This is an optimization exercise on Yosys and OpenROAD, whose aim is small area and a short achievable clock period, not a production implementation.
No run shown here included a check of the RTL's function; only the layout flow was run.
No activity file was given, so power comes from the tool's default toggle rates.

**flow/flow/run.sh**
```bash
#!/bin/bash
# Standard layout with two changes: synthesis maps the logic with the ABC script
# in flow/abc_area.script (area-oriented mapping, then gate sizing), and the
# ports get a plain buf_2 as their buffer.
set -e
rm -rf scripts_mod
cp -r "$FLOW_HOME/scripts" scripts_mod
cp flow/abc_area.script scripts_mod/abc_area.script
export BUFFER_PORTS_ARGS="-buffer_cell sky130_fd_sc_hd__buf_2"
SCRIPTS_DIR=$PWD/scripts_mod bash standard.sh synth > synth.log 2>&1
bash standard.sh > standard.log 2>&1
```
**flow/flow/abc_area.script**
```
strash
dch
map -a
topo
stime -c
buffer -c
upsize -c
dnsize -c
```
**flow/standard.sh**
```bash
#!/bin/bash
# synth_recipe.tcl (not shown) runs the flow's synth.tcl, then flattens the netlist and writes it again
# the make line also repeats each setting of config.mk as NAME=value (left out here)
make -C /OpenROAD-flow-scripts/flow DESIGN_CONFIG=/design/flow/config.mk WORK_HOME=/design/flow/orfs CLKGATE_MAP_FILE= SYNTH_SCRIPT=/design/flow/synth_recipe.tcl "${@:-finish}"
```
**flow/config.mk**
```make
export PLATFORM = sky130hd
export DESIGN_NAME = floatingPointAdder
export DESIGN_NICKNAME = floatingPointAdder
export VERILOG_FILES = /design/flow/design.v
export SDC_FILE = /design/flow/constraint.sdc
export NUM_CORES = 4
export LEC_CHECK = 0
export ABC_AREA = 1
export CAP_MARGIN = 20
export CORE_MARGIN = 2
export CORE_UTILIZATION = 70
export CTS_BUF_LIST = sky130_fd_sc_hd__clkbuf_4 sky130_fd_sc_hd__clkbuf_8
export PLACE_DENSITY = 0.8
export SETUP_SLACK_MARGIN = 5
export SLEW_MARGIN = 20
export SYNTH_HIERARCHICAL = 1
export SYNTH_MINIMUM_KEEP_SIZE = 0
```
**flow/constraint.sdc**
```tcl
create_clock -name core_clock -period 11.0 [get_ports {clk}]
set_input_delay 2.2000 -clock core_clock [delete_from_list [all_inputs] [get_ports {clk}]]
set_output_delay 2.2000 -clock core_clock [all_outputs]
set_load 0.01 [all_outputs]
```
**flow/design.v**
```verilog
module D_ff(input clk, input reset, input d, output reg q);
	always @ (posedge clk)
	begin
		if(reset==1)
			q<=0;
		else
			q<=d;
	end
endmodule
module register32bits(input clk, input reset, input [31:0] numberIn, output [31:0] numberOut);
	D_ff d0(clk, reset, numberIn[0], numberOut[0]);
	D_ff d1(clk, reset, numberIn[1], numberOut[1]);
	D_ff d2(clk, reset, numberIn[2], numberOut[2]);
	D_ff d3(clk, reset, numberIn[3], numberOut[3]);
	D_ff d4(clk, reset, numberIn[4], numberOut[4]);
	D_ff d5(clk, reset, numberIn[5], numberOut[5]);
	D_ff d6(clk, reset, numberIn[6], numberOut[6]);
	D_ff d7(clk, reset, numberIn[7], numberOut[7]);
	D_ff d8(clk, reset, numberIn[8], numberOut[8]);
	D_ff d9(clk, reset, numberIn[9], numberOut[9]);
	D_ff d10(clk, reset, numberIn[10], numberOut[10]);
	D_ff d11(clk, reset, numberIn[11], numberOut[11]);
	D_ff d12(clk, reset, numberIn[12], numberOut[12]);
	D_ff d13(clk, reset, numberIn[13], numberOut[13]);
	D_ff d14(clk, reset, numberIn[14], numberOut[14]);
	D_ff d15(clk, reset, numberIn[15], numberOut[15]);
	D_ff d16(clk, reset, numberIn[16], numberOut[16]);
	D_ff d17(clk, reset, numberIn[17], numberOut[17]);
	D_ff d18(clk, reset, numberIn[18], numberOut[18]);
	D_ff d19(clk, reset, numberIn[19], numberOut[19]);
	D_ff d20(clk, reset, numberIn[20], numberOut[20]);
	D_ff d21(clk, reset, numberIn[21], numberOut[21]);
	D_ff d22(clk, reset, numberIn[22], numberOut[22]);
	D_ff d23(clk, reset, numberIn[23], numberOut[23]);
	D_ff d24(clk, reset, numberIn[24], numberOut[24]);
	D_ff d25(clk, reset, numberIn[25], numberOut[25]);
	D_ff d26(clk, reset, numberIn[26], numberOut[26]);
	D_ff d27(clk, reset, numberIn[27], numberOut[27]);
	D_ff d28(clk, reset, numberIn[28], numberOut[28]);
	D_ff d29(clk, reset, numberIn[29], numberOut[29]);
	D_ff d30(clk, reset, numberIn[30], numberOut[30]);
	D_ff d31(clk, reset, numberIn[31], numberOut[31]);
endmodule
module signDiffExpo(input [7:0] number1OutExpo, input [7:0] number2OutExpo, output reg [8:0] diffExpo);
	always @ (number1OutExpo or number2OutExpo)
	begin
		diffExpo=number1OutExpo-number2OutExpo;
	end
endmodule
module signToUnsign9(input [8:0] diffExpo, output reg sign, output reg [7:0] absDiff);
	always @ (diffExpo)
	begin
		sign=diffExpo[8];
		absDiff=diffExpo[7:0];
		if (sign==1)
		begin
			absDiff=~absDiff+1;
		end
	end
endmodule
module muxGreaterExpo(input [7:0] number1OutExpo, input [7:0] number2OutExpo, input sign, output reg [7:0] ResultExponent8bits);
	always @ (number1OutExpo or number2OutExpo or sign)
	begin
		case (sign)
			0:
			begin
				ResultExponent8bits=number1OutExpo;
			end
			1:
			begin
				ResultExponent8bits=number2OutExpo;
			end
		endcase
	end
endmodule
module muxInputFrac(input [24:0] in1, input [24:0] in2, input selOp, output reg [24:0] Op);
	always @ (in1 or in2 or selOp)
	begin
		case (selOp)
			0:
			begin
				Op=in1;
			end
			1:
			begin
				Op=in2;
			end
		endcase
	end
endmodule
module shiftRightOp1(input [24:0] tempOp, input [7:0] absDiff, output reg [24:0] shiftOp);
	always @ (tempOp or absDiff)
	begin
		shiftOp=tempOp>>absDiff;
	end
endmodule
module muxSign(input s1, input s2, input selSign, output reg ResultSign);
	always @ (s1 or s2 or selSign)
	begin
		case (selSign)
			0:
			begin
				ResultSign=s1;
			end
			1:
			begin
				ResultSign=s2;
			end
		endcase
	end
endmodule
module unsignToSign26b(input [24:0] in25bUnsigned, input sign, output reg [25:0] out26bSigned);
	always @ (in25bUnsigned or sign)
	begin
		out26bSigned={1'b0, in25bUnsigned};
		if (sign==1)
		begin
			out26bSigned=~out26bSigned+1;
		end
	end
endmodule
module prefixAdder25(input [24:0] x, input [24:0] y, input cin, output [24:0] s);
	wire g0_1 = x[0] & y[0];
	wire p0_1 = x[0] ^ y[0];
	wire g0_2 = x[1] & y[1];
	wire p0_2 = x[1] ^ y[1];
	wire g0_3 = x[2] & y[2];
	wire p0_3 = x[2] ^ y[2];
	wire g0_4 = x[3] & y[3];
	wire p0_4 = x[3] ^ y[3];
	wire g0_5 = x[4] & y[4];
	wire p0_5 = x[4] ^ y[4];
	wire g0_6 = x[5] & y[5];
	wire p0_6 = x[5] ^ y[5];
	wire g0_7 = x[6] & y[6];
	wire p0_7 = x[6] ^ y[6];
	wire g0_8 = x[7] & y[7];
	wire p0_8 = x[7] ^ y[7];
	wire g0_9 = x[8] & y[8];
	wire p0_9 = x[8] ^ y[8];
	wire g0_10 = x[9] & y[9];
	wire p0_10 = x[9] ^ y[9];
	wire g0_11 = x[10] & y[10];
	wire p0_11 = x[10] ^ y[10];
	wire g0_12 = x[11] & y[11];
	wire p0_12 = x[11] ^ y[11];
	wire g0_13 = x[12] & y[12];
	wire p0_13 = x[12] ^ y[12];
	wire g0_14 = x[13] & y[13];
	wire p0_14 = x[13] ^ y[13];
	wire g0_15 = x[14] & y[14];
	wire p0_15 = x[14] ^ y[14];
	wire g0_16 = x[15] & y[15];
	wire p0_16 = x[15] ^ y[15];
	wire g0_17 = x[16] & y[16];
	wire p0_17 = x[16] ^ y[16];
	wire g0_18 = x[17] & y[17];
	wire p0_18 = x[17] ^ y[17];
	wire g0_19 = x[18] & y[18];
	wire p0_19 = x[18] ^ y[18];
	wire g0_20 = x[19] & y[19];
	wire p0_20 = x[19] ^ y[19];
	wire g0_21 = x[20] & y[20];
	wire p0_21 = x[20] ^ y[20];
	wire g0_22 = x[21] & y[21];
	wire p0_22 = x[21] ^ y[21];
	wire g0_23 = x[22] & y[22];
	wire p0_23 = x[22] ^ y[22];
	wire g0_24 = x[23] & y[23];
	wire p0_24 = x[23] ^ y[23];
	wire gl1_24 = g0_24 | (p0_24 & g0_23);
	wire pl1_24 = p0_24 & p0_23;
	wire gl1_23 = g0_23 | (p0_23 & g0_22);
	wire pl1_23 = p0_23 & p0_22;
	wire gl1_22 = g0_22 | (p0_22 & g0_21);
	wire pl1_22 = p0_22 & p0_21;
	wire gl1_21 = g0_21 | (p0_21 & g0_20);
	wire pl1_21 = p0_21 & p0_20;
	wire gl1_20 = g0_20 | (p0_20 & g0_19);
	wire pl1_20 = p0_20 & p0_19;
	wire gl1_19 = g0_19 | (p0_19 & g0_18);
	wire pl1_19 = p0_19 & p0_18;
	wire gl1_18 = g0_18 | (p0_18 & g0_17);
	wire pl1_18 = p0_18 & p0_17;
	wire gl1_17 = g0_17 | (p0_17 & g0_16);
	wire pl1_17 = p0_17 & p0_16;
	wire gl1_16 = g0_16 | (p0_16 & g0_15);
	wire pl1_16 = p0_16 & p0_15;
	wire gl1_15 = g0_15 | (p0_15 & g0_14);
	wire pl1_15 = p0_15 & p0_14;
	wire gl1_14 = g0_14 | (p0_14 & g0_13);
	wire pl1_14 = p0_14 & p0_13;
	wire gl1_13 = g0_13 | (p0_13 & g0_12);
	wire pl1_13 = p0_13 & p0_12;
	wire gl1_12 = g0_12 | (p0_12 & g0_11);
	wire pl1_12 = p0_12 & p0_11;
	wire gl1_11 = g0_11 | (p0_11 & g0_10);
	wire pl1_11 = p0_11 & p0_10;
	wire gl1_10 = g0_10 | (p0_10 & g0_9);
	wire pl1_10 = p0_10 & p0_9;
	wire gl1_9 = g0_9 | (p0_9 & g0_8);
	wire pl1_9 = p0_9 & p0_8;
	wire gl1_8 = g0_8 | (p0_8 & g0_7);
	wire pl1_8 = p0_8 & p0_7;
	wire gl1_7 = g0_7 | (p0_7 & g0_6);
	wire pl1_7 = p0_7 & p0_6;
	wire gl1_6 = g0_6 | (p0_6 & g0_5);
	wire pl1_6 = p0_6 & p0_5;
	wire gl1_5 = g0_5 | (p0_5 & g0_4);
	wire pl1_5 = p0_5 & p0_4;
	wire gl1_4 = g0_4 | (p0_4 & g0_3);
	wire pl1_4 = p0_4 & p0_3;
	wire gl1_3 = g0_3 | (p0_3 & g0_2);
	wire pl1_3 = p0_3 & p0_2;
	wire gl1_2 = g0_2 | (p0_2 & g0_1);
	wire pl1_2 = p0_2 & p0_1;
	wire gl1_1 = g0_1 | (p0_1 & cin);
	wire gl2_24 = gl1_24 | (pl1_24 & gl1_22);
	wire pl2_24 = pl1_24 & pl1_22;
	wire gl2_23 = gl1_23 | (pl1_23 & gl1_21);
	wire pl2_23 = pl1_23 & pl1_21;
	wire gl2_22 = gl1_22 | (pl1_22 & gl1_20);
	wire pl2_22 = pl1_22 & pl1_20;
	wire gl2_21 = gl1_21 | (pl1_21 & gl1_19);
	wire pl2_21 = pl1_21 & pl1_19;
	wire gl2_20 = gl1_20 | (pl1_20 & gl1_18);
	wire pl2_20 = pl1_20 & pl1_18;
	wire gl2_19 = gl1_19 | (pl1_19 & gl1_17);
	wire pl2_19 = pl1_19 & pl1_17;
	wire gl2_18 = gl1_18 | (pl1_18 & gl1_16);
	wire pl2_18 = pl1_18 & pl1_16;
	wire gl2_17 = gl1_17 | (pl1_17 & gl1_15);
	wire pl2_17 = pl1_17 & pl1_15;
	wire gl2_16 = gl1_16 | (pl1_16 & gl1_14);
	wire pl2_16 = pl1_16 & pl1_14;
	wire gl2_15 = gl1_15 | (pl1_15 & gl1_13);
	wire pl2_15 = pl1_15 & pl1_13;
	wire gl2_14 = gl1_14 | (pl1_14 & gl1_12);
	wire pl2_14 = pl1_14 & pl1_12;
	wire gl2_13 = gl1_13 | (pl1_13 & gl1_11);
	wire pl2_13 = pl1_13 & pl1_11;
	wire gl2_12 = gl1_12 | (pl1_12 & gl1_10);
	wire pl2_12 = pl1_12 & pl1_10;
	wire gl2_11 = gl1_11 | (pl1_11 & gl1_9);
	wire pl2_11 = pl1_11 & pl1_9;
	wire gl2_10 = gl1_10 | (pl1_10 & gl1_8);
	wire pl2_10 = pl1_10 & pl1_8;
	wire gl2_9 = gl1_9 | (pl1_9 & gl1_7);
	wire pl2_9 = pl1_9 & pl1_7;
	wire gl2_8 = gl1_8 | (pl1_8 & gl1_6);
	wire pl2_8 = pl1_8 & pl1_6;
	wire gl2_7 = gl1_7 | (pl1_7 & gl1_5);
	wire pl2_7 = pl1_7 & pl1_5;
	wire gl2_6 = gl1_6 | (pl1_6 & gl1_4);
	wire pl2_6 = pl1_6 & pl1_4;
	wire gl2_5 = gl1_5 | (pl1_5 & gl1_3);
	wire pl2_5 = pl1_5 & pl1_3;
	wire gl2_4 = gl1_4 | (pl1_4 & gl1_2);
	wire pl2_4 = pl1_4 & pl1_2;
	wire gl2_3 = gl1_3 | (pl1_3 & gl1_1);
	wire gl2_2 = gl1_2 | (pl1_2 & cin);
	wire gl3_24 = gl2_24 | (pl2_24 & gl2_20);
	wire pl3_24 = pl2_24 & pl2_20;
	wire gl3_23 = gl2_23 | (pl2_23 & gl2_19);
	wire pl3_23 = pl2_23 & pl2_19;
	wire gl3_22 = gl2_22 | (pl2_22 & gl2_18);
	wire pl3_22 = pl2_22 & pl2_18;
	wire gl3_21 = gl2_21 | (pl2_21 & gl2_17);
	wire pl3_21 = pl2_21 & pl2_17;
	wire gl3_20 = gl2_20 | (pl2_20 & gl2_16);
	wire pl3_20 = pl2_20 & pl2_16;
	wire gl3_19 = gl2_19 | (pl2_19 & gl2_15);
	wire pl3_19 = pl2_19 & pl2_15;
	wire gl3_18 = gl2_18 | (pl2_18 & gl2_14);
	wire pl3_18 = pl2_18 & pl2_14;
	wire gl3_17 = gl2_17 | (pl2_17 & gl2_13);
	wire pl3_17 = pl2_17 & pl2_13;
	wire gl3_16 = gl2_16 | (pl2_16 & gl2_12);
	wire pl3_16 = pl2_16 & pl2_12;
	wire gl3_15 = gl2_15 | (pl2_15 & gl2_11);
	wire pl3_15 = pl2_15 & pl2_11;
	wire gl3_14 = gl2_14 | (pl2_14 & gl2_10);
	wire pl3_14 = pl2_14 & pl2_10;
	wire gl3_13 = gl2_13 | (pl2_13 & gl2_9);
	wire pl3_13 = pl2_13 & pl2_9;
	wire gl3_12 = gl2_12 | (pl2_12 & gl2_8);
	wire pl3_12 = pl2_12 & pl2_8;
	wire gl3_11 = gl2_11 | (pl2_11 & gl2_7);
	wire pl3_11 = pl2_11 & pl2_7;
	wire gl3_10 = gl2_10 | (pl2_10 & gl2_6);
	wire pl3_10 = pl2_10 & pl2_6;
	wire gl3_9 = gl2_9 | (pl2_9 & gl2_5);
	wire pl3_9 = pl2_9 & pl2_5;
	wire gl3_8 = gl2_8 | (pl2_8 & gl2_4);
	wire pl3_8 = pl2_8 & pl2_4;
	wire gl3_7 = gl2_7 | (pl2_7 & gl2_3);
	wire gl3_6 = gl2_6 | (pl2_6 & gl2_2);
	wire gl3_5 = gl2_5 | (pl2_5 & gl1_1);
	wire gl3_4 = gl2_4 | (pl2_4 & cin);
	wire gl4_24 = gl3_24 | (pl3_24 & gl3_16);
	wire pl4_24 = pl3_24 & pl3_16;
	wire gl4_23 = gl3_23 | (pl3_23 & gl3_15);
	wire pl4_23 = pl3_23 & pl3_15;
	wire gl4_22 = gl3_22 | (pl3_22 & gl3_14);
	wire pl4_22 = pl3_22 & pl3_14;
	wire gl4_21 = gl3_21 | (pl3_21 & gl3_13);
	wire pl4_21 = pl3_21 & pl3_13;
	wire gl4_20 = gl3_20 | (pl3_20 & gl3_12);
	wire pl4_20 = pl3_20 & pl3_12;
	wire gl4_19 = gl3_19 | (pl3_19 & gl3_11);
	wire pl4_19 = pl3_19 & pl3_11;
	wire gl4_18 = gl3_18 | (pl3_18 & gl3_10);
	wire pl4_18 = pl3_18 & pl3_10;
	wire gl4_17 = gl3_17 | (pl3_17 & gl3_9);
	wire pl4_17 = pl3_17 & pl3_9;
	wire gl4_16 = gl3_16 | (pl3_16 & gl3_8);
	wire pl4_16 = pl3_16 & pl3_8;
	wire gl4_15 = gl3_15 | (pl3_15 & gl3_7);
	wire gl4_14 = gl3_14 | (pl3_14 & gl3_6);
	wire gl4_13 = gl3_13 | (pl3_13 & gl3_5);
	wire gl4_12 = gl3_12 | (pl3_12 & gl3_4);
	wire gl4_11 = gl3_11 | (pl3_11 & gl2_3);
	wire gl4_10 = gl3_10 | (pl3_10 & gl2_2);
	wire gl4_9 = gl3_9 | (pl3_9 & gl1_1);
	wire gl4_8 = gl3_8 | (pl3_8 & cin);
	wire gl5_24 = gl4_24 | (pl4_24 & gl4_8);
	wire gl5_23 = gl4_23 | (pl4_23 & gl3_7);
	wire gl5_22 = gl4_22 | (pl4_22 & gl3_6);
	wire gl5_21 = gl4_21 | (pl4_21 & gl3_5);
	wire gl5_20 = gl4_20 | (pl4_20 & gl3_4);
	wire gl5_19 = gl4_19 | (pl4_19 & gl2_3);
	wire gl5_18 = gl4_18 | (pl4_18 & gl2_2);
	wire gl5_17 = gl4_17 | (pl4_17 & gl1_1);
	wire gl5_16 = gl4_16 | (pl4_16 & cin);
	assign s[0] = (x[0] ^ y[0]) ^ cin;
	assign s[1] = (x[1] ^ y[1]) ^ gl1_1;
	assign s[2] = (x[2] ^ y[2]) ^ gl2_2;
	assign s[3] = (x[3] ^ y[3]) ^ gl2_3;
	assign s[4] = (x[4] ^ y[4]) ^ gl3_4;
	assign s[5] = (x[5] ^ y[5]) ^ gl3_5;
	assign s[6] = (x[6] ^ y[6]) ^ gl3_6;
	assign s[7] = (x[7] ^ y[7]) ^ gl3_7;
	assign s[8] = (x[8] ^ y[8]) ^ gl4_8;
	assign s[9] = (x[9] ^ y[9]) ^ gl4_9;
	assign s[10] = (x[10] ^ y[10]) ^ gl4_10;
	assign s[11] = (x[11] ^ y[11]) ^ gl4_11;
	assign s[12] = (x[12] ^ y[12]) ^ gl4_12;
	assign s[13] = (x[13] ^ y[13]) ^ gl4_13;
	assign s[14] = (x[14] ^ y[14]) ^ gl4_14;
	assign s[15] = (x[15] ^ y[15]) ^ gl4_15;
	assign s[16] = (x[16] ^ y[16]) ^ gl5_16;
	assign s[17] = (x[17] ^ y[17]) ^ gl5_17;
	assign s[18] = (x[18] ^ y[18]) ^ gl5_18;
	assign s[19] = (x[19] ^ y[19]) ^ gl5_19;
	assign s[20] = (x[20] ^ y[20]) ^ gl5_20;
	assign s[21] = (x[21] ^ y[21]) ^ gl5_21;
	assign s[22] = (x[22] ^ y[22]) ^ gl5_22;
	assign s[23] = (x[23] ^ y[23]) ^ gl5_23;
	assign s[24] = (x[24] ^ y[24]) ^ gl5_24;
endmodule
module signToUnsign26(input [25:0] ALUout, output reg sign, output reg [24:0] frac);
	always @ (ALUout)
	begin
		sign=ALUout[25];
		frac=ALUout[24:0];
		if (sign==1)
		begin
			frac=~frac+1;
		end
	end
endmodule
module floatingPointAdder(input [31:0] in1, input [31:0] in2, input clk, input reset, output ResultSign1bit, output [7:0] ResultExponent8bits, output [24:0] ResultFraction25bits);
	wire [31:0] g0 = {1'b0, in2[30:0] & ~in1[30:0]};
	wire [31:0] e0 = {1'b1, ~(in2[30:0] ^ in1[30:0])};
	wire [15:0] g1, e1;
	wire [7:0]  g2, e2;
	wire [3:0]  g3, e3;
	wire [1:0]  g4, e4;
	genvar i;
	generate
		for (i = 0; i < 16; i = i + 1) begin : lv1
			assign g1[i] = g0[2*i+1] | (e0[2*i+1] & g0[2*i]);
			assign e1[i] = e0[2*i+1] & e0[2*i];
		end
		for (i = 0; i < 8; i = i + 1) begin : lv2
			assign g2[i] = g1[2*i+1] | (e1[2*i+1] & g1[2*i]);
			assign e2[i] = e1[2*i+1] & e1[2*i];
		end
		for (i = 0; i < 4; i = i + 1) begin : lv3
			assign g3[i] = g2[2*i+1] | (e2[2*i+1] & g2[2*i]);
			assign e3[i] = e2[2*i+1] & e2[2*i];
		end
		for (i = 0; i < 2; i = i + 1) begin : lv4
			assign g4[i] = g3[2*i+1] | (e3[2*i+1] & g3[2*i]);
			assign e4[i] = e3[2*i+1] & e3[2*i];
		end
	endgenerate
	wire        swap   = g4[1] | (e4[1] & g4[0]);       
	wire        same   = e4[1] & e4[0];                 
	wire        sub    = in1[31] ^ in2[31];
	wire [8:0]  d12    = {1'b0, in1[30:23]} - {1'b0, in2[30:23]};
	wire [7:0]  d21    = in2[30:23] - in1[30:23];
	wire [7:0]  absd   = d12[8] ? d21 : d12[7:0];       
	wire [7:0]  expBig = swap ? in2[30:23] : in1[30:23];
	wire [22:0] fBig   = swap ? in2[22:0] : in1[22:0];
	wire        sBig   = swap ? in2[31] : in1[31];
	wire [23:0] sSm    = {1'b1, swap ? in1[22:0] : in2[22:0]} ^ {24{sub}};
	wire [23:0] l0     = absd[0] ? {sub, sSm[23:1]}        : sSm;
	wire [23:0] l1     = absd[1] ? {{2{sub}}, l0[23:2]}    : l0;
	wire [23:0] l2     = absd[2] ? {{4{sub}}, l1[23:4]}    : l1;
	wire [23:0] l3     = absd[3] ? {{8{sub}}, l2[23:8]}    : l2;
	wire [23:0] l4     = absd[4] ? {{16{sub}}, l3[23:16]}  : l3;
	wire [23:0] sAl    = (absd[7:5] != 0) ? {24{sub}} : l4;
	reg  [7:0]  rExp;
	reg  [22:0] rBig;
	reg  [23:0] rSm;
	reg         rSub, rSign;
	always @(posedge clk) begin
		if (reset) begin
			rExp  <= 8'd0;
			rBig  <= 23'd0;
			rSm   <= 24'h800000;
			rSub  <= 1'b0;
			rSign <= 1'b0;
		end else begin
			rExp  <= expBig;
			rBig  <= fBig;
			rSm   <= sAl;
			rSub  <= sub;
			rSign <= sBig & ~(sub & same);
		end
	end
	prefixAdder25 ADD({2'b01, rBig}, {rSub, rSm}, rSub, ResultFraction25bits);
	assign ResultSign1bit       = rSign;
	assign ResultExponent8bits  = rExp;
endmodule
```
==> notes.md, run 1 <==
CTS tree built; ordered list of cells on the worst path buf_2 > inv_1 > ha_1 > a21oi_1 > o21ai_0 > a221oi_1 > o221ai_1 > nand2_1 > nand2_4 > nand2_1 > o21ai_2 > xor2_1 > inv_1 > nand2_1 > o21ai_1 > inv_1 > o21ai_1 > nor2_1 > a31oi_1 > nand2_1 > o211ai_1 > a21oi_1; DRT Wirelength roughly 17 mm; hold violation count in the final report 0; Clk pin slew, worst setup/hold paths about 0.070 ns; VDD IR max between 0.07 and 0.08 mV; Top FF cell, synth dfxtp_1; routability cong. between 1 and 1.5; Root Driver clkbuf_8; I/O Pins 100; Final period util 51.12%; total nets after synthesis about 1000; Routed wire per std cell between 15 and 20 um; # port buffers a little under 100; final instance area between 6000 and 7000 um^2; Area Growth Syn to Fin 10.96%; ys async rst share 0%; DP Area 6391 um^2; Rel. slew slack approximately two fifths; Top Family by Delay on Critical Path compound AO/OA/AOI/OAI gates; status timing/DRC/antenna clean; post-synthesis sequential area ratio roughly a fifth; Gate Count Post-Synth just under 900; Hold/Removal Path Class in2reg; H-tree depth 3; pwr/cell area ~140 nW/um^2; Syn Area/Cell 6.701 um^2; Initial Util between 70% and 80%; FF+latch area 1141 um^2; Leak 3.244 nW; Multi-input gate area roughly 4200 um^2; commonest non-fill, non-tap cell in the layout nand2_1; Layout Nets 1095; via count approximately 6400; initial DRC count just over 500; P_int ~0.00050 W; Hold-fix buffers, CTS 0; Worst Hold Slack approximately 2.1 ns; DRC Markers 0; Synth cell types slightly above 50; worst-margin pin slew between 0.9 and 1 ns; Clk network pwr share approximately 18%; FMAX ~180 MHz; Crit Path Class in2reg; core box area roughly 8200 um^2; Ys Warns 7; Setup Fix Bufs, Post-CTS 0; startpoint types primary input; GRT Total Usage 36.11%; Fill cells 606; RSZ-0062 raised after global routing false; CP max-delay cell a221oi_1; Die X between 90 and 100 um; worst-path fanout max a little under 80; DR pass1 iterations 8; first-pass GRT wire length 25.99 mm; FP Rows 33; most used cell, CP nand2_1; initial antenna violation count 0; Sinks on Clock Net 57; global route total overflow 0; Crit. End Element flip-flop; min cycle time layout roughly 5.6 ns; Setup TNS 0 ns; Sequential Power Share approximately 26%; Worst Setup EP rSm[0]; max-cap violations 0; Post-synth EDFFs 0; TritonCTS buffer count 9; post-DP HPWL about 13 mm; Slew Limit Fails 0; most frequent cells in the layout 162 x nand2_1, 119 x a21oi_1, 99 x buf_2; Detail Route Antenna Nets 0; CP max stage delay 0.51 ns; CP Data Arrival Time a little under 6 ns; FF+latch count, synth 57; Die ar. about 9200 um^2; vias in the first global route between 5000 and 6000; Longest Clk Path Bufs 2; largest net degree at the start of global routing 79; synthesized cell area between 5000 and 6000 um^2; crit path buf inv count 4; antenna fix cells 0; Setup crit start in1[1]; Final setup viols 0; share of post-route cells with drive strength above 1 17.68%; Switching Fraction around 47%; worst path required time approximately 11 ns; vias per cell roughly 6; NetSw approximately 0.00045 W; critical path depth in cells 22; proportion of power drawn by combinational gates around 56%; die height around 96 um
[sequential cells by signal, summed over array words and instances (netlist names)]
signal / flops
rExp: 8
rSign: 1
rSm: 24
rBig: 23
rSub: 1
[layout make-up]
| class | instances | area share [%] |
|---|---|---|
| Clock inverter | 6 | 0.5318 |
| Sequential cell | 57 | 17.32 |
| Inverter | 94 | 5.356 |
| Clock buffer | 10 | 1.994 |
| Timing Repair Buffer | 104 | 8.395 |
| Multi-Input combinational cell | 696 | 64.41 |
| Tap cell | 105 | 1.994 |
[per-layer routing]
layer,vias up,global-route usage (%),wire (um)
li1,3144,-,-
met1,2829,45.34,6745
met2,350,61.34,7908
met3,55,6.813,1453
met4,0,13.21,597
met5,-,0,0
[timing repair]
action | 4_1_cts | 5_1_grt
resized for setup | 0 | 1
endpoints found under the hold margin | 0 | 0
endpoints found under the setup margin | 0 | 20
[per-module statistics from Yosys, one instance, submodules excluded]
module | area (um^2) | flip-flops and latches | cells inside | times used
floatingPointAdder | 4663 | 57 | 696 | 1
prefixAdder25 | 1274 | 0 | 190 | 1
[Yosys cell counts (all sizes together) (4+ instances only)]
cell    number  area share, %
nand2      168             11
o21ai      155             14
a21oi      127             11
inv         94            5.9
ha          64             13
nor2        60            4.0
dfxtp       57             19
xor2        47            6.9
clkbuf      21            1.3
buf         18            2.1
nand3       18            1.6
xnor2        7            1.0
nand4        6           0.74
a31oi        5           0.53
nor3         4           0.51
[power groups by stage]
| stage | logic [W] | registers, W | clock network, W |
|---|---|---|---|
| after floorplan | 0.000389 | 0.000244 | 0 |
| after global routing | 0.000595 | 0.000247 | 0.000179 |
| after detailed placement | 0.000519 | 0.000249 | 0 |
| after CTS | 0.000522 | 0.000245 | 0.000167 |
| after global placement | 0.000507 | 0.000249 | 0 |
| final | 0.000537 | 0.000245 | 0.000170 |
[kinds of logic after synthesis]
group | count (synthesis) | share of synthesized area, %
AO/OA/AOI/OAI | 308 | 29.48
adder cells (fa/ha/maj) | 67 | 14.50
flip-flops | 57 | 19.22
XOR/XNOR | 54 | 7.966
AND/OR/NAND/NOR | 262 | 18.84
multiplexers | 3 | 0.5058
other | 2 | 0.1265
buffers and inverters | 133 | 9.357
[through the flow]
step           util (%)   power, W  setup slack, ns  instances
6_report          80.17  0.0009514            5.376       1072
2_1_floorplan         -  0.0006334            6.257        886
3_5_place_dp      77.78  0.0007676            4.908       1055
3_3_place_gp      77.78  0.0007561            5.060       1055
5_1_grt           80.17   0.001020            5.077       1072
4_1_cts           79.81  0.0009342            5.224       1071
[how the worst min path moves through the flow]
stage | startpoint | to | slack (ns) | cells past startpoint
2_1_floorplan | reset | rSub | 2.28 | 1
3_3_place_gp | in1[31] | rSign | 2.45 | 3
3_5_place_dp | in1[31] | rSign | 2.47 | 3
4_1_cts | in1[31] | rSign | 2.12 | 3
5_1_grt | in2[3] | rBig[3] | 2.13 | 3
6_report | in1[31] | rSign | 2.12 | 3
==> run 2: changes to the inputs <==
--- a/flow/config.mk
+++ b/flow/config.mk
@@ -11,3 +11,5 @@
 export CORE_UTILIZATION = 70
-export CTS_BUF_LIST = sky130_fd_sc_hd__clkbuf_4 sky130_fd_sc_hd__clkbuf_8
+export CTS_BUF_LIST = sky130_fd_sc_hd__clkbuf_8
+export CTS_CLUSTER_DIAMETER = 100
+export CTS_CLUSTER_SIZE = 30
 export PLACE_DENSITY = 0.8
@@ -15,3 +17 @@
 export SLEW_MARGIN = 20
-export SYNTH_HIERARCHICAL = 1
-export SYNTH_MINIMUM_KEEP_SIZE = 0
==> notes.md, run 2 <==
status timing/DRC/antenna clean; most frequent cells in the layout 134 x nand2_1, 111 x a21oi_1, 100 x inv_1; CTS tree built; Synth Area in Simple Gates 16.66% (-2.2 points); Syn Area/Cell 6.671 um^2 (-0.45%); total nets after synthesis 953 (-6.5%); Detail Route Antenna Nets 0 (unchanged); Gate Count Post-Synth 821 (-7.3%); share of post-route cells with drive strength above 1 16.02% (-1.7 points); # port buffers 99 (unchanged); die height 92.45 um (-3.8%); worst-margin pin slew 0.9047 ns (+0.001853 ns); FP Rows 32 (-3.0%); Top FF cell, synth dfxtp_1; Largest Register rSm; DRC Markers 0 (unchanged); Root Driver clkbuf_8; Yosys top cell by area dfxtp_1; commonest non-fill, non-tap cell in the layout nand2_1; Yosys top cell area share 20.84% (+1.6 points); startpoint types flip-flop; routability cong. 1.052 (+4.1%); Die ar. 8547 um^2 (-7.4%); Final setup viols 0 (unchanged); Post-synth EDFFs 0 (unchanged); DR pass1 iterations 5 (-3); GRT Total Usage 36.91% (+0.80 points); Slew Limit Fails 0 (unchanged); Routed wire per std cell 15.34 um (-1.6%); initial antenna violation count 0 (unchanged); pwr/cell area 152.8 nW/um^2 (+5.8%); synthesized cell area 5477 um^2 (-7.8%); global route total overflow 0 (unchanged); Layout Nets 1032 (-5.8%); CP Data Arrival Time 3.52 ns (-2.32 ns); largest family of logic cells by synthesized area compound AO/OA/AOI/OAI gates; Crit Path Class reg2out; proportion of synthesized area in mux cells 1.097% (+0.59 points); Synth cell types 43 (-16%); first-pass GRT wire length 25.33 mm (-2.6%); Initial Util 71.61% (-0.64 points); antenna fix cells 0 (unchanged); Compound-Gate Fraction of Synth Area 26.73% (-2.8 points); vias in the first global route 5497 (-1.0%); Setup TNS 0 ns (unchanged); Rel. slew slack 39.68% (-0.065 points); Adder-Cell Fraction of Synth Area 15.49% (+0.99 points); via count 5954 (-6.6%); FMAX 174.8 MHz (-1.7%); Die X 92.45 um (-3.8%); DRT Wirelength 15.45 mm (-7.5%); vias per cell 5.913 (-0.62%); VDD IR max 0.08159 mV (+3.3%); Synth area leaders dfxtp_1 21%, ha_1 14%, a21oi_1 10%; Clk pin slew, worst setup/hold paths 0.07 ns (about the same); FF+latch count, synth 57 (unchanged); core box area 7647 um^2 (-6.9%); Worst Hold Slack 2.106 ns (-0.01100 ns); TritonCTS buffer count 9 (unchanged); post-DP HPWL 11.93 mm (-9.0%); max-cap violations 0 (unchanged); min cycle time layout 5.722 ns (+0.09845 ns); Final period util 52.02% (+0.90 points); Synth top cells by count 134 x nand2_1, 111 x a21oi_1, 101 x inv_1; Ys Warns 1 (-6); Hold-fix buffers, CTS 0 (unchanged); largest net degree at the start of global routing 79 (unchanged); top flop regs rSm: 24 flops, rBig: 23 flops, rExp: 8 flops; Area Growth Syn to Fin 13.30%; Crit. End Element primary output; worst-path fanout max 2 (-97%); Longest Clk Path Bufs 2 (unchanged); hold violation count in the final report 0 (unchanged); ys async rst share 0% (unchanged); XOR/XNOR share of the synthesized area 8.636% (+0.67 points); Leak 3.263 nW (+0.57%); H-tree depth 3 (unchanged); max FFs per register 24 (unchanged); post-synthesis sequential area ratio 20.84% (+1.6 points); I/O Pins 100 (unchanged); Sinks on Clock Net 57 (unchanged); initial DRC count 583 (+14%); most frequent cell after synthesis nand2_1; worst path required time 8.80 ns (-2.42 ns); RSZ-0062 raised after global routing true; Hold/Removal Path Class in2reg
## run 2: changes by cell type in the layout (fill, tap and decap cells not counted), sizes merged, moves of 5 or more
cell	before	now
a21oi	127	111
inv	94	108
nand2	168	135
nand3	18	30
nor2	60	49
o21ai	155	125
xnor2	7	2
xor2	47	52
## run 2: where the power goes
group          switching, W  leakage (nW)  internal (W)
Sequential        0.0000107         0.476      0.000232
Combinational      0.000329          2.69      0.000176
Clock             0.0000914        0.0995      0.000109
## run 2: worst paths after layout
path,end,from,slack (ns),cells past startpoint
worst max-delay path,ResultFraction25bits[23],rSub,5.28,23
worst min-delay path,rBig[14],in2[14],2.11,3
## run 2: metal layers
layer | vias to the layer above | share of wire [%] | track usage (%)
met2 | 301 | 45 | 59.18
met3 | 51 | 10 | 9.113
met5 | - | 0 | 0
met4 | 0 | 3.2 | 13.31
met1 | 2679 | 42 | 48.22
li1 | 2923 | - | -
## run 2: layout make-up
type | instances | area, um^2
clock buffer | 10 | 137.6
clock inverter | 6 | 58.81
fill | 571 | 1443
inverter | 109 | 412.9
multi-input combinational | 617 | 3775
sequential | 57 | 1141
tap | 102 | 127.6
timing repair buffer | 105 | 544.3
timing repair inverter | 1 | 7.507
## run 2: worst max-delay path, stage by stage (launching register included)
cell and delay [ns]:
dfxtp_1 0.33, inv_1 0.11, fa_2 0.43, o21ai_2 0.16, nand3_1 0.08, nand2_1 0.11
nand3_1 0.08, nand2_1 0.10, nand3_1 0.08, nand2_1 0.10, nand3_1 0.09, nand2_1 0.11
nand3_1 0.10, nand2_1 0.11, nand3_1 0.07, nand2_1 0.10, nand3_1 0.08, nand2_1 0.10
nand3_1 0.08, nand2_1 0.11, inv_1 0.08, o31ai_1 0.27, xnor2_1 0.15, buf_2 0.14
## run 2: kinds of logic after synthesis
| kind of cell | count (synthesis) |
|---|---|
| compound gates | 266 |
| xor+xnor | 54 |
| fa+ha+maj | 66 |
| buf+inv | 147 |
| flops | 57 |
| mux | 6 |
| simple gates | 225 |
## run 2: per-stage QoR
step / utilization [%] / instances / setup slack [ns] / total power [W] / cell area (um^2)
global route: 81.14 / 1007 / 4.949 / 0.001013 / 6205
global placement: 78.04 / 989 / 4.784 / 0.0007139 / 5968
detailed placement: 78.04 / 989 / 4.644 / 0.0007279 / 5968
floorplan: - / 821 / 6.042 / 0.0005950 / 5477
CTS: 80.61 / 1005 / 5.004 / 0.0009291 / 6165
finish: 81.14 / 1007 / 5.278 / 0.0009484 / 6205
## run 2: repair_timing
item / in CTS / in global routing
endpoints found under the hold margin: 0 / 0
resized for setup: 0 / 10
endpoints found under the setup margin: 0 / 22
buffers inserted: 0 / 1
==> run 3: changes to the inputs <==
--- a/flow/flow/run.sh
+++ b/flow/flow/run.sh
@@ -9,2 +9,3 @@
 export BUFFER_PORTS_ARGS="-buffer_cell sky130_fd_sc_hd__buf_2"
+export CTS_ARGS="-sink_clustering_enable -repair_clock_nets -buf_list {sky130_fd_sc_hd__clkbuf_4 sky130_fd_sc_hd__clkbuf_8} -dont_use_dummy_load"
 SCRIPTS_DIR=$PWD/scripts_mod bash standard.sh synth > synth.log 2>&1
--- a/flow/config.mk
+++ b/flow/config.mk
@@ -11,5 +11,3 @@
 export CORE_UTILIZATION = 70
-export CTS_BUF_LIST = sky130_fd_sc_hd__clkbuf_8
-export CTS_CLUSTER_DIAMETER = 100
-export CTS_CLUSTER_SIZE = 30
+export CTS_BUF_LIST = sky130_fd_sc_hd__clkbuf_4 sky130_fd_sc_hd__clkbuf_8
 export PLACE_DENSITY = 0.8
==> notes.md, run 3 <==
Hold Path Stages 3 (unchanged); ordered list of cells on the worst path buf_2 > inv_1 > ha_1 > inv_1 > fa_1 > inv_1 > o31ai_1 > inv_1 > nor2_1 > nor2_1 > nand2_1 > o21ai_2 > clkinvlp_4 > nor2_1 > a21oi_1 > inv_1 > a21oi_1 > o21ai_0 > a21oi_1 > a21oi_1; Setup TNS 0 ns (unchanged); Sequential Power Share 27.2% (+1.6 points); worst path required time 11.26 ns (+2.46 ns); commonest non-fill, non-tap cell in the layout nand2_1; hold violation count in the final report 0 (unchanged); CP max stage delay 0.57 ns (+0.14 ns); Ys Warns 1 (unchanged); antenna fix cells 0 (unchanged); Adder-Cell Fraction of Synth Area 15.49% (unchanged); Synth area leaders dfxtp_1 21%, ha_1 14%, a21oi_1 10%; Detail Route Antenna Nets 0 (unchanged); proportion of synthesized area in mux cells 1.097% (unchanged); VDD IR max 0.07850 mV (-3.8%); most used cell, CP inv_1; Crit Path Class in2reg; Slew Limit Fails 0 (unchanged); Hold-fix buffers, CTS 0 (unchanged); worst hold start in2[14]; FP Rows 32 (unchanged); vias per cell 5.911 (about the same); initial DRC count 561 (-3.8%); Syn Area/Cell 6.671 um^2 (unchanged); status timing/DRC/antenna clean; Final period util 52.06% (about the same); Hold/Removal Path Class in2reg; Rel. slew slack 39.14% (-0.53 points); Fill cells 585 (+2.5%); Final setup viols 0 (unchanged); min cycle time layout 5.726 ns (+0.003910 ns); Setup crit start in1[23]; Clk network pwr share 16.5% (-4.6 points); routability cong. 1.052 (unchanged); max FFs per register 24 (unchanged); Clk pin slew, worst setup/hold paths 0.06 ns (about the same); Top FF cell, synth dfxtp_1; Die ar. 8547 um^2 (unchanged); FF+latch count, synth 57 (unchanged); most frequent cells in the layout 134 x nand2_1, 111 x a21oi_1, 99 x inv_1, 99 x buf_2, 63 x o21ai_0; first-pass GRT wire length 25.14 mm (-0.76%); ys async rst share 0% (unchanged); H-tree depth 3 (unchanged); # port buffers 99 (unchanged); die height 92.45 um (unchanged); NetSw 0.0004127 W (-4.4%); pwr/cell area 145.7 nW/um^2 (-4.7%); CTS tree built; Root Driver clkbuf_8; Switching Fraction 46.20% (+0.70 points); largest family of logic cells by synthesized area compound AO/OA/AOI/OAI gates; XOR/XNOR share of the synthesized area 8.636% (unchanged); fin cells 1000 (-0.70%); top flop regs rSm: 24 flops, rBig: 23 flops, rExp: 8 flops; DRT Wirelength 15.35 mm (-0.59%); initial antenna violation count 0 (unchanged); Longest Clk Path Bufs 2 (unchanged); Crit. End Element flip-flop; Cells after DPL 989 (unchanged); Post-synth EDFFs 0 (unchanged); GRT Total Usage 36.47% (-0.44 points); post-DP HPWL 11.93 mm (unchanged); proportion of power drawn by combinational gates 56.3% (+3.0 points); Yosys top cell area share 20.84% (unchanged); synthesized cell area 5477 um^2 (unchanged); Synth top cells by count 134 x nand2_1, 111 x a21oi_1, 101 x inv_1; Top Family by Delay on Critical Path compound AO/OA/AOI/OAI gates; DR pass1 iterations 7 (+2); critical path depth in cells 20 (-13%); TritonCTS buffer count 9 (unchanged); core box area 7647 um^2 (unchanged); CP max-delay cell nor2_1; most frequent cell after synthesis nand2_1; Routed wire per std cell 15.35 um (+0.11%); Synth Area in Simple Gates 16.66% (unchanged); max-cap violations 0 (unchanged); post-synthesis sequential area ratio 20.84% (unchanged); I/O Pins 100 (unchanged); RSZ-0062 raised after global routing true; vias in the first global route 5431 (-1.2%); startpoint types primary input; Initial Util 71.61% (unchanged); Layout Nets 1032 (unchanged); FMAX 174.6 MHz (about the same); Largest Register rSm; Synth cell types 43 (unchanged); via count 5911 (-0.72%); worst-margin pin slew 0.9127 ns (+0.007976 ns); Compound-Gate Fraction of Synth Area 26.73% (unchanged); DRC Markers 0 (unchanged); crit path buf inv count 7 (+4); total power 0.0008933 W (-5.8%); CP Data Arrival Time 5.98 ns (+2.46 ns); worst-path fanout max 19 (+17); Leak 3.229 nW (-1.0%); largest net degree at the start of global routing 79 (unchanged); Yosys top cell by area dfxtp_1; P_int 0.0004806 W (-7.0%); Sinks on Clock Net 57 (unchanged); total nets after synthesis 953 (unchanged); global route total overflow 0 (unchanged); Die X 92.45 um (unchanged); Area Growth Syn to Fin 11.97%; share of post-route cells with drive strength above 1 15.37% (-0.65 points); Gate Count Post-Synth 821 (unchanged)
run 3: path summary, 6_finish.rpt:
path	to	slack, ns
worst max-delay path	rSm[7]	5.27
worst min-delay path	rBig[14]	2.14
run 3: kinds of logic after synthesis:
logic type | count (synthesis)
flip-flops | 57
XOR/XNOR | 54
adder cells (fa/ha/maj) | 66
multiplexers | 6
AND/OR/NAND/NOR | 225
AO/OA/AOI/OAI | 266
buffers and inverters | 147
run 3: what timing repair did:
action                     in CTS  in global routing
gates resized for setup         1                  8
cloned                          0                  1
setup endpoints to repair       1                 19
buffers inserted                0                  1
pin swaps                       0                  1
run 3: area by class of cell:
class	count	area (um^2)	share of cell area, %
Multi-Input combinational cell	617	3775	61.56
Sequential cell	57	1141	18.61
Timing Repair Buffer	105	544.3	8.876
Inverter	109	412.9	6.733
Tap cell	102	127.6	2.081
Clock buffer	9	123.9	2.020
Timing Repair inverter	1	7.507	0.1224
run 3: stage by stage:
| stage | hold slack [ns] | util (%) | worst slack (ns) | area [um^2] |
|---|---|---|---|---|
| floorplan | 2.284 | - | 6.042 | 5477 |
| global placement | 2.450 | 78.04 | 4.784 | 5968 |
| detailed placement | 2.472 | 78.04 | 4.644 | 5968 |
| CTS | 2.129 | 79.70 | 5.071 | 6095 |
| global route | 2.130 | 80.19 | 4.953 | 6132 |
| finish | 2.136 | 80.19 | 5.274 | 6132 |
run 3: power groups by stage:
stage                     clock, W  sequential, W  combinational, W
final                     0.000148       0.000243          0.000503
after global routing      0.000159       0.000245          0.000555
after CTS                 0.000148       0.000243          0.000484
after detailed placement         0       0.000247          0.000481
after global placement           0       0.000246          0.000468
after floorplan                  0       0.000244          0.000351
run 3: layer usage:
layer	vias up	part of all wire, %	routed length, um	GRT usage [%]
met1	2666	42	6521	49.01
met2	309	46	7049	58.82
li1	2904	-	-	-
met5	-	0	0	0
met3	32	9.4	1444	7.974
met4	0	2.2	339	10.70
run 3: tightest hold or removal path: cells and delay by family:
kind                   cells  cell delay [ns]
AOI/OAI and AO/OA          1             0.05
buffers and inverters      2             0.16

==> port drivers added, routing unchanged <==
The flow's constraints put no driver on any port. The routed layouts listed below were extracted and timed again, unchanged, in two steps.
Step 1 assumes that a clkbuf_16 drives the clock port and a buf_2 every other input.
Step 2, shift: input delay + t, output delay - t, t = (earliest + latest rising clock arrival at the registers) / 2. This alone moves slack from input paths to output paths.
a / b / c = no drivers / after step 1 / after step 2; a / b = the first two.
run	t (ns)	slack for setup (ns)	worst data-port slew with drivers (ns)
run 1	0.367	5.376 / 5.382 / 5.015	0.05
run 2	0.382	5.278 / 5.246 / 4.969	0.05
run 3	0.358	5.274 / 5.256 / 4.926	0.05
After both steps setup and hold are still met in every run listed. For run 1, which loses most, drivers alone change the setup slack by +0.006 ns; drivers and shift together by -0.361 ns.
